Source: an optimization exercise on an open RTL-to-GDS flow (aim: small area, a short achievable clock period and few clock cycles per item). Production flows keep margins and buffers that such runs may drop. Function was checked by simulation only, so behaviour that the tests miss may differ from the original.

===== flow/config.mk =====
export PLATFORM = sky130hd
export DESIGN_NAME = phase_ctrl
export DESIGN_NICKNAME = phase_ctrl
export VERILOG_FILES = /design/flow/design.v
export SDC_FILE = /design/flow/constraint.sdc
export NUM_CORES = 4
export LEC_CHECK = 0
export CAP_MARGIN = 20
export CORE_MARGIN = 2
export CORE_UTILIZATION = 40
export SLEW_MARGIN = 20

===== flow/constraint.sdc =====
create_clock -name core_clock -period 8.0 [get_ports {clk}]
set_input_delay 1.6000 -clock core_clock [delete_from_list [all_inputs] [get_ports {clk}]]
set_output_delay 1.6000 -clock core_clock [all_outputs]
set_load 0.01 [all_outputs]

===== flow/design.v =====
`timescale 1 ns / 1 ps
module multiplier_mod_signed (Clock, ClkEn, Aclr, DataA, DataB, Result);
    input wire Clock;
    input wire ClkEn;
    input wire Aclr;
    input wire [15:0] DataA;
    input wire [15:0] DataB;
    output wire [31:0] Result;
    reg signed [15:0] rega;
    reg signed [15:0] regb;
    reg signed [31:0] regp;
    reg signed [31:0] rego;
    always @(posedge Clock) begin
        if (Aclr) begin
            rega <= 16'h0;
            regb <= 16'h0;
            regp <= 32'h0;
            rego <= 32'h0;
        end
        else if (ClkEn) begin
            rega <= DataA;
            regb <= DataB;
            regp <= rega * regb;
            rego <= regp;
        end
    end
    assign Result = Aclr ? 32'h0 : rego;
endmodule
`timescale 1ns/1ps
module phase_ctrl(
                  input             clk,
                  input             resetn,
                  input             i2c_wr,
                  input  [15:0]     i2c_wdata,
                  input  [3:0]      i2c_addr,
                  input             fifo_empty,
                  input  [17:0]     fifo_rdata,
                  output reg        fifo_rden,
                  output reg [17:0] fifo_wdata,
                  output reg        fifo_wren,
                  input             fifo_almost_full
                 );
reg signed [15:0]    a;
reg signed [15:0]    b;
reg signed [31:0]    v1;
reg signed [31:0]    v2;
reg signed [31:0]    v3;
reg        [15:0]    v4;
reg signed [31:0]    v5;
reg signed [31:0]    v6;
reg signed [15:0]    last_v1;
reg signed [15:0]    last_v2;
reg signed [15:0]    last_v3;
reg signed [15:0]    last_v5;
reg signed [15:0]    last_v6;
reg signed [15:0]    temp1;
reg signed [15:0]    temp2;
wire signed [31:0]    result1;
wire signed [31:0]    result2;
reg           aclr;
reg           multiplier_valid;
reg           multiplier_valid_r;
reg           multiplier_valid_r1;
reg           multiplier_valid_r2;
reg           multiplier_valid_r3;
reg          fifo_rden_r;
reg [6:0]    cs_state;
reg [6:0]    ns_state;
parameter     IDLE    =  7'b000_0001,
	      V1_PROC =  7'b000_0010,
	      V2_PROC =  7'b000_0100,
	      V3_PROC =  7'b000_1000,
	      V4_PROC =  7'b001_0000,
	      V5_PROC =  7'b010_0000,
	      V6_PROC =  7'b100_0000;
always@(posedge clk or negedge resetn)begin
      if(resetn == 1'b0)
        cs_state <= IDLE;
      else
        cs_state <= ns_state;
end
always@(*)begin
   ns_state = cs_state;
   case(cs_state)
        IDLE      :   begin
                          if(!fifo_empty && !fifo_almost_full)
                             ns_state = V1_PROC;
                          else
                             ns_state = IDLE;
                      end
         V1_PROC  :   begin
                          if(multiplier_valid)
                             ns_state = V2_PROC;
                          else
                             ns_state = V1_PROC;
                      end
         V2_PROC  :   begin
                          if(multiplier_valid)
                             ns_state = V3_PROC;
                          else
                             ns_state = V2_PROC;
                      end            
         V3_PROC  :   begin
                          if(multiplier_valid)
                             ns_state = V4_PROC;
                          else
                             ns_state = V3_PROC;
                      end       
         V4_PROC  :   begin
                          ns_state = V5_PROC;
                      end   
         V5_PROC  :   begin
                          if(multiplier_valid)
                             ns_state = V6_PROC;
                          else
                             ns_state = V5_PROC;
                      end     
         V6_PROC  :   begin
                          if(multiplier_valid)
                             ns_state = IDLE;
                          else
                             ns_state = V6_PROC;
                      end                                            
   endcase
end
always@(posedge clk or negedge resetn)begin
      if(resetn == 1'b0)
         fifo_rden <= 1'b0;
      else if(cs_state == IDLE && ns_state == V1_PROC)
         fifo_rden <= 1'b1;
      else if(cs_state == V1_PROC && ns_state == V2_PROC)
         fifo_rden <= 1'b1;
      else if(cs_state == V2_PROC && ns_state == V3_PROC)
         fifo_rden <= 1'b1;
      else if(cs_state == V3_PROC && ns_state == V4_PROC)
         fifo_rden <= 1'b1;
      else if(cs_state == V4_PROC && ns_state == V5_PROC)
         fifo_rden <= 1'b1;
      else if(cs_state == V5_PROC && ns_state == V6_PROC)
         fifo_rden <= 1'b1;
      else 
         fifo_rden <= 1'b0;
end
always@(posedge clk or negedge resetn)begin
      if(resetn == 1'b0)begin
          a <= 16'h100;
          b <= 16'h100;
      end
      else if(i2c_wr)begin
          case(i2c_addr)
            4'b0000  : a <= i2c_wdata;
            4'b0001  : b <= i2c_wdata;
            default : begin
                      a <= a;
                      b <= b;
	      end
          endcase
      end     
end
always@(posedge clk or negedge resetn)begin
      if(resetn == 1'b0)
	 v1 <= 32'h0;
      else if(cs_state == V1_PROC && ns_state == V2_PROC)
	 v1 <= result1 - result2;
end
always@(posedge clk or negedge resetn)begin
      if(resetn == 1'b0)
	 v2 <= 32'h0;
      else if(cs_state == V2_PROC && ns_state == V3_PROC)
	 v2 <= result1 - result2;
end
always@(posedge clk or negedge resetn)begin
      if(resetn == 1'b0)
	 v3 <= 32'h0;
      else if(cs_state == V3_PROC && ns_state == V4_PROC)
	 v3 <= result1 - result2;
end
always@(posedge clk or negedge resetn)begin
      if(resetn == 1'b0)
	 v5 <= 32'h0;
      else if(cs_state == V5_PROC && ns_state == V6_PROC)
	 v5 <= result1 - result2;
end
always@(posedge clk or negedge resetn)begin
      if(resetn == 1'b0)
	 v6 <= 32'h0;
      else if(cs_state == V6_PROC && multiplier_valid_r3)
	 v6 <= result1 - result2;
end
always@(posedge clk or negedge resetn)begin
      if(resetn == 1'b0)
         temp1 <= 16'h0;
      else if(cs_state == V1_PROC)
         temp1 <= fifo_rdata; 
      else if(cs_state == V2_PROC)
         temp1 <= fifo_rdata; 
      else if(cs_state == V3_PROC)
         temp1 <= fifo_rdata; 
      else if(cs_state == V5_PROC)
         temp1 <= fifo_rdata; 
      else if(cs_state == V6_PROC)
         temp1 <= fifo_rdata; 
end
always@(posedge clk or negedge resetn)begin
      if(resetn == 1'b0)
        temp2 <= 16'h0;
      else if(cs_state == IDLE && ns_state == V1_PROC)
        temp2 <= last_v1;
      else if(cs_state == V1_PROC && ns_state == V2_PROC)
        temp2 <= last_v2;
      else if(cs_state == V2_PROC && ns_state == V3_PROC)
        temp2 <= last_v3;
      else if(cs_state == V4_PROC && ns_state == V5_PROC)
        temp2 <= last_v5;
      else if(cs_state == V5_PROC && ns_state == V6_PROC)
        temp2 <= last_v6;
end
always@(posedge clk or negedge resetn)begin
      if(resetn == 1'b0)
	 fifo_rden_r <= 1'b0;
      else
	 fifo_rden_r <= fifo_rden;
end
always@(posedge clk or negedge resetn)begin
      if(resetn == 1'b0)
        aclr <= 1'b0;
      else if(cs_state == V1_PROC)
        aclr <= fifo_rden_r;
      else if(cs_state == V2_PROC)
        aclr <= fifo_rden_r;
      else if(cs_state == V3_PROC)
        aclr <= fifo_rden_r;
      else if(cs_state == V5_PROC)
        aclr <= fifo_rden_r&!aclr;
      else if(cs_state == V6_PROC)
        aclr <= fifo_rden_r;
      else
        aclr <= 1'b0;
end
always@(posedge clk or negedge resetn)begin
      if(resetn == 1'b0)begin
	 multiplier_valid <= 1'b0;
         multiplier_valid_r <= 1'b0; 
         multiplier_valid_r1 <= 1'b0; 
         multiplier_valid_r2 <= 1'b0; 
         multiplier_valid_r3 <= 1'b0;
      end 
      else begin
        multiplier_valid_r <= aclr;
	multiplier_valid_r1 <= multiplier_valid_r;
	multiplier_valid_r2 <= multiplier_valid_r1;
	multiplier_valid_r3 <= multiplier_valid_r2;
	multiplier_valid <= multiplier_valid_r3;
      end 
end
always@(posedge clk or negedge resetn)begin
      if(resetn == 1'b0)
	  fifo_wren <= 1'b0;
      else if(cs_state == V5_PROC && aclr)
	  fifo_wren <= 1'b1;
      else if(cs_state == V5_PROC && multiplier_valid_r)
	  fifo_wren <= 1'b1;
      else if(cs_state == V5_PROC && multiplier_valid_r1)
	  fifo_wren <= 1'b1;
      else if(cs_state == V5_PROC && multiplier_valid_r2)
	  fifo_wren <= 1'b1;
      else if(cs_state == V6_PROC && aclr)
	  fifo_wren <= 1'b1;
      else if(cs_state == V6_PROC && ns_state == IDLE)
	  fifo_wren <= 1'b1;
      else 
	  fifo_wren <= 1'b0;
end
always@(posedge clk or negedge resetn)begin
      if(resetn == 1'b0)
	  fifo_wdata <= 18'h0;
      else if(cs_state == V5_PROC && aclr)
	  fifo_wdata <= {2'b01,v4};
      else if(cs_state == V5_PROC && multiplier_valid_r)
	  fifo_wdata <= {2'b00,v1[23:8]};
      else if(cs_state == V5_PROC && multiplier_valid_r1)
	  fifo_wdata <= {2'b00,v2[23:8]};
      else if(cs_state == V5_PROC && multiplier_valid_r2)
	  fifo_wdata <= {2'b00,v3[23:8]};
      else if(cs_state == V6_PROC && aclr)
          fifo_wdata <= {2'b00,v5[23:8]};
      else if(cs_state == V6_PROC && ns_state == IDLE)
	  fifo_wdata <= {2'b10,v6[23:8]}; 
end
always@(posedge clk or negedge resetn)begin
      if(resetn == 1'b0)
         last_v1 <= 16'h0;
      else if(cs_state == V1_PROC && ns_state == V2_PROC)
         last_v1 <= temp1;
end  
always@(posedge clk or negedge resetn)begin
      if(resetn == 1'b0)
         last_v2 <= 16'h0;
      else if(cs_state == V2_PROC && ns_state == V3_PROC)
         last_v2 <= temp1;
end 
always@(posedge clk or negedge resetn)begin
      if(resetn == 1'b0)
         last_v3 <= 16'h0;
      else if(cs_state == V3_PROC && ns_state == V4_PROC)
         last_v3 <= temp1;
end 
always@(posedge clk or negedge resetn)begin
      if(resetn == 1'b0)
         v4 <= 16'h0;
      else if(cs_state == V5_PROC && fifo_rden_r && !aclr)
         v4 <= fifo_rdata;
end 
always@(posedge clk or negedge resetn)begin
      if(resetn == 1'b0)
         last_v5 <= 16'h0;
      else if(cs_state == V5_PROC && ns_state == V6_PROC)
         last_v5 <= temp1;
end 
always@(posedge clk or negedge resetn)begin
      if(resetn == 1'b0)
         last_v6 <= 16'h0;
      else if(cs_state == V6_PROC && ns_state == IDLE)
         last_v6 <= temp1;
end 
multiplier_mod_signed  multiplier_1
                (.Clock(clk), 
                 .ClkEn(1'b1), 
                 .Aclr(aclr), 
                 .DataA(a), 
                 .DataB(temp1), 
                 .Result(result1)
                 );
multiplier_mod_signed  multiplier_2
                (.Clock(clk), 
                 .ClkEn(1'b1), 
                 .Aclr(aclr), 
                 .DataA(b), 
                 .DataB(temp2), 
                 .Result(result2)
                 );                 
endmodule

===== flow/run.sh =====
#!/bin/bash
# synth_recipe.tcl (not shown) runs the flow's synth.tcl, then flattens the netlist and writes it again
# the make line also repeats each setting of config.mk as NAME=value (left out here)
make -C /OpenROAD-flow-scripts/flow DESIGN_CONFIG=/design/flow/config.mk WORK_HOME=/design/flow/orfs CLKGATE_MAP_FILE= SYNTH_SCRIPT=/design/flow/synth_recipe.tcl finish

==> results of run 1 <==
[through the flow]
| step | hold slack (ps) | instances | area, sq um | setup slack (ps) |
|---|---|---|---|---|
| after global routing | 418 | 4364 | 35200 | 726 |
| final | 405 | 4365 | 35300 | 1060 |
| after detailed placement | 385 | 4280 | 33700 | 1120 |
| after CTS | 402 | 4363 | 35200 | 1070 |
| after global placement | 372 | 4280 | 33700 | 1130 |
| after floorplan | 352 | 3290 | 32100 | 1950 |
[cell families (layout without fill, tap and decap cells)]
logic type | count (synthesis) | in the layout | synth area share
xor+xnor | 92 | 92 | 0.0251
simple gates | 1100 | 1100 | 0.169
mux | 170 | 170 | 0.0589
other cells | 0 | 1 | 0
fa+ha+maj | 542 | 542 | 0.299
flops | 434 | 434 | 0.313
buf+inv | 645 | 669 | 0.0765
compound gates | 307 | 307 | 0.0587
[flip-flops by register name, summed over array words and instances, names as in the netlist, 18 cells and up]
signal,cells
multiplier_2.rego,24
multiplier_1.rego,24
fifo_wdata,18
multiplier_1.regp,24
multiplier_2.regp,24
[routing by layer]
metal / vias to the layer above / routed length, um / track usage
li1: 10188 / - / -
met1: 10876 / 37400 / 0.288
met4: 0 / 1680 / 0.0452
met5: - / 0 / 0
met2: 470 / 34200 / 0.306
met3: 95 / 4100 / 0.0276
[worst paths after layout]
check	start	to	slack (ps)	cells past startpoint
min	multiplier_valid_r2$_DFF_PN0_	multiplier_valid_r3$_DFF_PN0_	410	0
max	multiplier_1.regb[1]$_SDFF_PP0_	multiplier_1.regp[20]$_SDFF_PP0_	1060	20
max reg2reg	multiplier_1.regb[1]$_SDFF_PP0_	multiplier_1.regp[20]$_SDFF_PP0_	1060	20
max in group asynchronous	resetn	b[4]$_DFFE_PN0P_	5900	2
min reg2reg	multiplier_valid_r2$_DFF_PN0_	multiplier_valid_r3$_DFF_PN0_	410	0
min in group asynchronous	resetn	fifo_wdata[11]$_DFFE_PN0P_	920	1
[cells in the mapped netlist, types with 4 or more instances]
library cell | count | area, sq um
sky130_fd_sc_hd__o41ai_1 | 4 | 35.0
sky130_fd_sc_hd__a31oi_1 | 4 | 25.0
sky130_fd_sc_hd__nor2b_1 | 149 | 932
sky130_fd_sc_hd__xor2_1 | 30 | 263
sky130_fd_sc_hd__and3_1 | 4 | 25.0
sky130_fd_sc_hd__mux2i_1 | 19 | 190
sky130_fd_sc_hd__nor3b_1 | 5 | 37.5
sky130_fd_sc_hd__dfrtp_1 | 271 | 6780
sky130_fd_sc_hd__mux2_2 | 151 | 1700
sky130_fd_sc_hd__xnor2_1 | 62 | 543
sky130_fd_sc_hd__a21oi_1 | 112 | 561
sky130_fd_sc_hd__o21ai_0 | 71 | 355
sky130_fd_sc_hd__nor4b_1 | 4 | 35.0
sky130_fd_sc_hd__a21o_1 | 18 | 135
sky130_fd_sc_hd__nand3_1 | 27 | 135
sky130_fd_sc_hd__ha_1 | 168 | 2100
sky130_fd_sc_hd__o21a_1 | 15 | 113
sky130_fd_sc_hd__nand2b_1 | 38 | 238
sky130_fd_sc_hd__a211oi_1 | 40 | 300
sky130_fd_sc_hd__nor2_1 | 157 | 589
sky130_fd_sc_hd__buf_2 | 12 | 60.1
sky130_fd_sc_hd__a311oi_1 | 15 | 131
sky130_fd_sc_hd__inv_1 | 490 | 1840
sky130_fd_sc_hd__and2_1 | 233 | 1460
sky130_fd_sc_hd__nor3_1 | 18 | 90.1
sky130_fd_sc_hd__clkbuf_1 | 131 | 492
sky130_fd_sc_hd__nand2_1 | 441 | 1660
sky130_fd_sc_hd__dfxtp_1 | 160 | 3200
sky130_fd_sc_hd__fa_1 | 374 | 7490
sky130_fd_sc_hd__buf_1 | 8 | 30.0
[worst max-delay path, cell delays in order, from the launching register on]
cell and delay (ps):
sky130_fd_sc_hd__dfxtp_1 920, sky130_fd_sc_hd__nand2_1 180, sky130_fd_sc_hd__fa_1 540, sky130_fd_sc_hd__fa_1 600
sky130_fd_sc_hd__fa_1 460, sky130_fd_sc_hd__fa_1 550, sky130_fd_sc_hd__inv_1 50, sky130_fd_sc_hd__fa_1 480
sky130_fd_sc_hd__inv_1 50, sky130_fd_sc_hd__fa_1 490, sky130_fd_sc_hd__inv_1 50, sky130_fd_sc_hd__ha_1 310
sky130_fd_sc_hd__and3_1 220, sky130_fd_sc_hd__a221oi_1 260, sky130_fd_sc_hd__nand2_1 80, sky130_fd_sc_hd__a31oi_1 310
sky130_fd_sc_hd__a21oi_1 230, sky130_fd_sc_hd__a211o_1 370, sky130_fd_sc_hd__a21o_1 200, sky130_fd_sc_hd__a211o_1 270
sky130_fd_sc_hd__and3b_1 180
[layout make-up]
cell class / instances / share of cell area
clock buffer: 65 / 0.0366
sequential: 434 / 0.286
multi-input combinational: 2211 / 0.556
clock inverter: 18 / 0.00607
antenna: 1 / 0.0000710
inverter: 491 / 0.0523
timing repair buffer: 95 / 0.0259
tap: 1050 / 0.0373
==> metrics.md, run 1 <==
| Metric | Value |
|---|---|
| Post-layout utilization of the core | `0.445` |
| Layout Nets | `3,863` |
| Via total after detailed routing | `21,629` |
| Postcts setup bufs | `0` |
| Library cells used by synthesis | `64` |
| Clock edge transition at the registers on the reported setup and hold paths | `70 ps` |
| Pre-Repair DR Iteration Count | `5` |
| Setup repair after global routing missed its margin | `no` |
| Clock insertion delay at the later pin of the skew report | `590 ps` |
| Highest clock rate | `144 MHz` |
| Data arrival time of the worst path | `7420 ps` |
| Clock tree sinks | `434` |
| Startpoint type of the worst setup path | `flip-flop` |
| Post-synth ARST share | `0.631` |
| Total of buffers placed on input and output ports | `60` |
| Post-route DRC violation count | `0` |
| Number of cell rows | `103` |
| EDFF count, synth | `0` |
| WL/cell | `17.7 um` |
| Synth Cell Area | `32,100 sq um` |
| Clock tree skew after final layout | `15.7 ps` |
| Most common flop cell mapped by yosys | `sky130_fd_sc_hd__dfrtp_1` |
| Total of flip-flops plus latches after synthesis | `434` |
| Leading cell types in the layout, fill and taps excluded | `sky130_fd_sc_hd__inv_1, sky130_fd_sc_hd__nand2_1, sky130_fd_sc_hd__fa_1` |
| Worst setup path category | `reg -> reg` |
| Routability-driven placement congestion ratio | `0.836` |
| Clock tree from TritonCTS | `built` |
| Wire length after detailed routing | `77,300 um` |
| Area used by sequential logic in the layout | `10,100 sq um` |
| Fin. Hold Viols | `0` |
| Number of routed nets with antenna violations | `0` |
| Floorplan Core Area | `79,300 sq um` |
| Class of the most critical hold timing path | `reg -> reg` |
| Final Max Tran Viols | `0` |
| Overall die area | `82,500 sq um` |
| Portion of the post-synthesis area used by sequential elements | `0.313` |
| Tot GR Track Use | `0.196` |
| Number of buffers created by CTS | `45` |
| Crit. End Element | `flip-flop` |
| Hold buffer count at cts | `0` |
| Largest net degree at the start of global routing | `157` |
| Minimum clock period | `6940 ps` |
| Remaining global-route overflow | `0` |
| Number of inserted filler cells in the final layout | `7,716` |
| Cells after synthesis | `3,290` |
| Share of cells above drive strength 1 | `0.0830` |
| Multi-input combinational cell area | `19,600 sq um` |
| # H-tree levels | `2` |
| First-pass GRT wire length | `127,000 um` |
| Most common cell after layout, fill and taps aside | `sky130_fd_sc_hd__inv_1` |
| Share of the clock period used by the worst path after layout | `0.868` |
| Setup Total Neg Slack | `0 ps` |
| Post-synthesis to final-layout area growth | `9.81%` |
| DRT iter0 DRCs | `1,381` |
| Slew headroom | `0.305` |
| Number of global-route vias before repair | `22,640` |
| Required time of the critical path | `8480 ps` |
| Final count of negative-setup-slack endpoints | `0` |
| Number of max-capacitance violations reported | `0` |
| Clock Root Buffer | `sky130_fd_sc_hd__clkbuf_16` |
| Slew at the pin closest to its max-slew limit | `1040 ps` |
| Synthesis warning total | `2` |
| Via density per instance | `4.96` |
| Height of the die | `287 um` |
| Synth Area per Inst | `9.76 sq um` |
| Chip width | `287 um` |
| Boundary pin count | `63` |
| Starting Density | `0.405` |
| Net count of the mapped netlist | `3,875` |
| Number of buffers on the longest clock path | `3` |
| Number of instances resized during post-cts repair | `0` |
| Post-DP HPWL | `55,300 um` |
| Initial antenna violation count | `4` |
| Status | `no timing/DRC/antenna violations` |
| Highest fanout seen on the critical path | `16` |
Testbench counts, summed over its fixed seeds: cycles 15,752, frames 384.
==> inputs of run 2 (changes only) <==
==> flow/design.v (replaced) <==
`timescale 1 ns / 1 ps
module multiplier_mod_signed (Clock, ClkEn, Aclr, DataA, DataB, Result);
    input wire Clock;
    input wire ClkEn;
    input wire Aclr;
    input wire [15:0] DataA;
    input wire [15:0] DataB;
    output wire [31:0] Result;
    reg signed [15:0] rega;
    reg signed [15:0] regb;
    reg signed [31:0] regp;
    reg signed [31:0] rego;
    always @(posedge Clock) begin
        if (Aclr) begin
            rega <= 16'h0;
            regb <= 16'h0;
            regp <= 32'h0;
            rego <= 32'h0;
        end
        else if (ClkEn) begin
            rega <= DataA;
            regb <= DataB;
            regp <= rega * regb;
            rego <= regp;
        end
    end
    assign Result = Aclr ? 32'h0 : rego;
endmodule
`timescale 1ns/1ps
module phase_ctrl(
                  input             clk,
                  input             resetn,
                  input             i2c_wr,
                  input  [15:0]     i2c_wdata,
                  input  [3:0]      i2c_addr,
                  input             fifo_empty,
                  input  [17:0]     fifo_rdata,
                  output            fifo_rden,
                  output reg [17:0] fifo_wdata,
                  output            fifo_wren,
                  input             fifo_almost_full
                 );
reg signed [15:0] a;
reg signed [15:0] b;
always @(posedge clk or negedge resetn) begin
    if (!resetn) begin
        a <= 16'h0100;
        b <= 16'h0100;
    end else if (i2c_wr) begin
        if (i2c_addr == 4'd0) a <= i2c_wdata;
        if (i2c_addr == 4'd1) b <= i2c_wdata;
    end
end
reg [8:0] sr;
reg       wv;            
reg [2:0] credit;        
reg       hv;            
wire mid = |sr[4:0];
wire can_wr = |credit;
wire adv = ~wv | can_wr;
wire idle = ~wv & ~|sr;
assign fifo_rden = adv & (mid | ~fifo_empty);
assign fifo_wren = wv & can_wr;
always @(posedge clk or negedge resetn) begin
    if (!resetn) begin
        sr <= 9'd0;
        wv <= 1'b0;
        hv <= 1'b0;
    end else if (adv) begin
        sr <= {sr[7:0], ~mid & ~fifo_empty};
        wv <= |sr[8:3];
        if (sr[6]) hv <= 1'b1;
    end
end
always @(posedge clk or negedge resetn) begin
    if (!resetn)
        credit <= 3'd0;
    else
        credit <= (fifo_almost_full ? (idle ? 3'd0 : credit) : 3'd6) - {2'b00, fifo_wren};
end
reg  signed [15:0] W;
reg  [15:0] H0, H1, H2, H3, H4;
reg  [23:0] PA, PB;
reg  [15:0] Y, D;
wire        rot = sr[1] | sr[2] | sr[3] | sr[5] | sr[6];
wire signed [15:0] P = hv ? H0 : 16'd0;
wire signed [31:0] pa_full = a * W;
wire signed [31:0] pb_full = b * P;
wire [23:0] diff = PA - PB;
always @(posedge clk) begin
    if (adv) begin
        W  <= fifo_rdata[15:0];
        PA <= pa_full[23:0];
        PB <= pb_full[23:0];
        Y  <= diff[23:8];
        D  <= Y;
        if (rot) begin
            H0 <= H1;
            H1 <= H2;
            H2 <= H3;
            H3 <= H4;
            H4 <= W;
        end
        if (sr[3])
            fifo_wdata <= {2'b01, fifo_rdata[15:0]};
        else if (sr[4] | sr[5] | sr[6])
            fifo_wdata <= {2'b00, D};
        else if (sr[7])
            fifo_wdata <= {2'b00, Y};
        else
            fifo_wdata <= {2'b10, Y};
    end
end
endmodule
==> metrics.md, run 2 <==
| Metric | Value |
|---|---|
| Net count of the mapped netlist | `2,905` |
| Cells after synthesis | `2,318` |
| Final Max Tran Viols | `0` |
| Overall die area | `63,100 sq um` |
| Clock Root Buffer | `sky130_fd_sc_hd__clkbuf_16` |
| Tot GR Track Use | `0.184` |
| Post-synthesis to final-layout area growth | `8.85%` |
| Area used by sequential logic in the layout | `6980 sq um` |
| Leading cell types in the layout, fill and taps excluded | `sky130_fd_sc_hd__inv_1, sky130_fd_sc_hd__fa_1, sky130_fd_sc_hd__nand2_1` |
| Worst hold path endpoint | `H0[7]$_DFFE_PP_` |
| Setup slack after layout | `963 ps` |
| Depth of the worst register-to-register path | `19` |
| Share of cells above drive strength 1 | `0.0434` |
| Status | `no timing/DRC/antenna violations` |
| Post-synth ARST share | `0.192` |
| EDFF count, synth | `194` |
| Most common flop cell mapped by yosys | `sky130_fd_sc_hd__edfxtp_1` |
| Slew headroom | `0.307` |
| Most common cell after layout, fill and taps aside | `sky130_fd_sc_hd__inv_1` |
| Slack of the worst reg-to-reg path | `960 ps` |
| Cell types with the largest area share after synthesis | `sky130_fd_sc_hd__fa_1, sky130_fd_sc_hd__edfxtp_1, sky130_fd_sc_hd__ha_1` |
| Clock tree skew after final layout | `12.8 ps` |
| Portion of the post-synthesis area used by sequential elements | `0.286` |
| Startpoint type of the worst setup path | `flip-flop` |
| Largest net degree at the start of global routing | `81` |
| Synth top cells by count | `sky130_fd_sc_hd__inv_1, sky130_fd_sc_hd__fa_1, sky130_fd_sc_hd__nand2_1, sky130_fd_sc_hd__edfxtp_1, sky130_fd_sc_hd__ha_1` |
| Number of max-capacitance violations reported | `0` |
| Via total after detailed routing | `15,837` |
| Synth Area per Inst | `10.5 sq um` |
| Chip width | `251 um` |
| Highest clock rate | `142 MHz` |
| Final count of negative-setup-slack endpoints | `0` |
| Synthesis warning total | `1` |
| Post-synth top area share | `0.306` |
| Via density per instance | `5.06` |
| Boundary pin count | `63` |
| Place WS | `1070 ps` |
| Library cells used by synthesis | `66` |
| Number of cell rows | `90` |
| Postcts setup bufs | `0` |
| Worst reg2reg path startpoint | `hv$_DFFE_PN0P_` |
| Class of the most critical hold timing path | `reg -> reg` |
| Worst reg2reg path endpoint | `PB[22]$_DFFE_PP_` |
| Minimum clock period | `7040 ps` |
| Most repeated cell in the gate-level netlist after synthesis | `sky130_fd_sc_hd__inv_1` |
| Number of buffers created by CTS | `25` |
| Floorplan Core Area | `60,400 sq um` |
| Number of buffers on the longest clock path | `3` |
| Post-DP HPWL | `43,700 um` |
| Crit. End Element | `flip-flop` |
| Number of inserted filler cells in the final layout | `5,661` |
| Worst setup path category | `reg -> reg` |
| Wire length after detailed routing | `55,700 um` |
| Setup Total Neg Slack | `0 ps` |
| Clock insertion delay at the later pin of the skew report | `550 ps` |
| Multi-input combinational cell area | `15,200 sq um` |
| First-pass GRT wire length | `91,700 um` |
| Source of the worst hold timing path | `H1[7]$_DFFE_PP_` |
| WL/cell | `17.8 um` |
| Number of instances resized during post-cts repair | `0` |
| Clock tree from TritonCTS | `built` |
| Hold buffer count at cts | `0` |
| Fin. Hold Viols | `0` |
| Highest fanout seen on the critical path | `53` |
| Number of routed nets with antenna violations | `0` |
| Required time of the critical path | `8340 ps` |
| Share of the clock period used by the worst path after layout | `0.880` |
| Data arrival time of the worst path | `7380 ps` |
| Height of the die | `251 um` |
| Cell accounting for the most synthesized area | `sky130_fd_sc_hd__fa_1` |
| Number of global-route vias before repair | `17,012` |
| Total of flip-flops plus latches after synthesis | `240` |
| Routability-driven placement congestion ratio | `0.862` |
| Total of buffers placed on input and output ports | `60` |
| Remaining global-route overflow | `0` |
| Post-route DRC violation count | `0` |
| DRT iter0 DRCs | `930` |
| Setup repair after global routing missed its margin | `no` |
| Number of inserted diodes | `0` |
| Largest regs | `PA (24), PB (24), fifo_wdata (18)` |
| Slew at the pin closest to its max-slew limit | `1040 ps` |
| Initial antenna violation count | `0` |
| Pre-Repair DR Iteration Count | `5` |
| Starting Density | `0.405` |
| Clock edge transition at the registers on the reported setup and hold paths | `60 ps` |
| Synth Cell Area | `24,400 sq um` |
| # H-tree levels | `1` |
| Clock tree sinks | `240` |
| Number of stages on the worst hold path | `0` |
| Layout Nets | `2,917` |
[run 2: changes by cell type after synthesis, sizes merged, moves of 114 or more]
cell and delta:
nor2 -114, nor2b -144, edfxtp +194, nand2 -188, mux2 -119, dfxtp -160
dfrtp -227
[run 2: critical path, cell delays in order (launching register included)]
cell	delay [ps]
sky130_fd_sc_hd__dfrtp_2	850
sky130_fd_sc_hd__buf_4	420
sky130_fd_sc_hd__and2_1	400
sky130_fd_sc_hd__nand2_1	130
sky130_fd_sc_hd__fa_1	420
sky130_fd_sc_hd__inv_1	80
sky130_fd_sc_hd__fa_1	430
sky130_fd_sc_hd__fa_1	580
sky130_fd_sc_hd__fa_1	440
sky130_fd_sc_hd__fa_1	510
sky130_fd_sc_hd__inv_1	50
sky130_fd_sc_hd__fa_1	520
sky130_fd_sc_hd__inv_1	60
sky130_fd_sc_hd__ha_1	350
sky130_fd_sc_hd__a21o_1	190
sky130_fd_sc_hd__a21o_1	170
sky130_fd_sc_hd__a21oi_1	250
sky130_fd_sc_hd__a41oi_1	320
sky130_fd_sc_hd__and4b_1	280
sky130_fd_sc_hd__nor4_1	320
[run 2: worst max path at each step]
stage | to | cells after the start | slack [ps] | start
final | PB[22]$_DFFE_PP_ | 19 | 960 | hv$_DFFE_PN0P_
after global routing | PB[22]$_DFFE_PP_ | 19 | 570 | hv$_DFFE_PN0P_
after CTS | PB[22]$_DFFE_PP_ | 19 | 990 | hv$_DFFE_PN0P_
after detailed placement | PB[22]$_DFFE_PP_ | 19 | 1070 | hv$_DFFE_PN0P_
after global placement | PB[22]$_DFFE_PP_ | 19 | 1180 | hv$_DFFE_PN0P_
after floorplan | PB[23]$_DFFE_PP_ | 20 | 1890 | hv$_DFFE_PN0P_
[run 2: routing by layer]
layer	track usage	part of all wire
met1	0.251	0.44
met2	0.306	0.48
met3	0.0259	0.057
met4	0.0575	0.028
met5	0	0
[run 2: cell type report]
class                      count  share of cell area
sequential                   240               0.263
timing repair buffer          74              0.0263
inverter                     514              0.0726
clock inverter                17             0.00518
multi-input combinational   1475               0.572
clock buffer                  29              0.0245
tap                          782              0.0368
[run 2: metrics by stage]
| stage | utilization | hold slack, ps | area, sq um | std cells |
|---|---|---|---|---|
| global placement | 0.428 | 400 | 25800 | 3085 |
| global route | 0.441 | 420 | 26600 | 3131 |
| detailed placement | 0.428 | 405 | 25800 | 3085 |
| finish | 0.441 | 412 | 26600 | 3131 |
| floorplan | - | 400 | 24400 | 2318 |
| CTS | 0.441 | 415 | 26600 | 3131 |
[run 2: cell families after synthesis]
| logic type | Yosys count | share of synthesized area |
|---|---|---|
| adder cells (fa/ha/maj) | 544 | 0.394 |
| buffers and inverters | 603 | 0.0927 |
| flip-flops | 240 | 0.286 |
| XOR/XNOR | 90 | 0.0323 |
| multiplexers | 52 | 0.0229 |
| AND/OR/NAND/NOR | 630 | 0.130 |
| AO/OA/AOI/OAI | 159 | 0.0430 |
Testbench counts of run 2, summed over its fixed seeds: cycles 2,344, frames 384.

[static timing again, ports no longer ideal]
How much do the figures lean on ideal ports? The routed layouts below were timed once more, with nothing changed but the port constraints. Step 1 assumes that a clkbuf_16 drives the clock port and a buf_2 every other input. Step 2 moves the port delays by t, midway between the first and last clock arrival at a register: inputs arrive t later, outputs are due t later. That takes back most of the time a late clock gives input paths. Three values: no drivers, after step 1, after step 2; two values: the first two.
run	shift t [ns]	slack for setup (ns)	clock arrival spread, ns	worst register clock-pin slew, ns
run 1	0.642	1.058 / 1.058 / 1.058	0.020 / 0.020	0.07 / 0.07
run 2	0.595	0.963 / 0.963 / 0.963	0.013 / 0.013	0.07 / 0.07
After both steps every run listed still meets setup and hold.
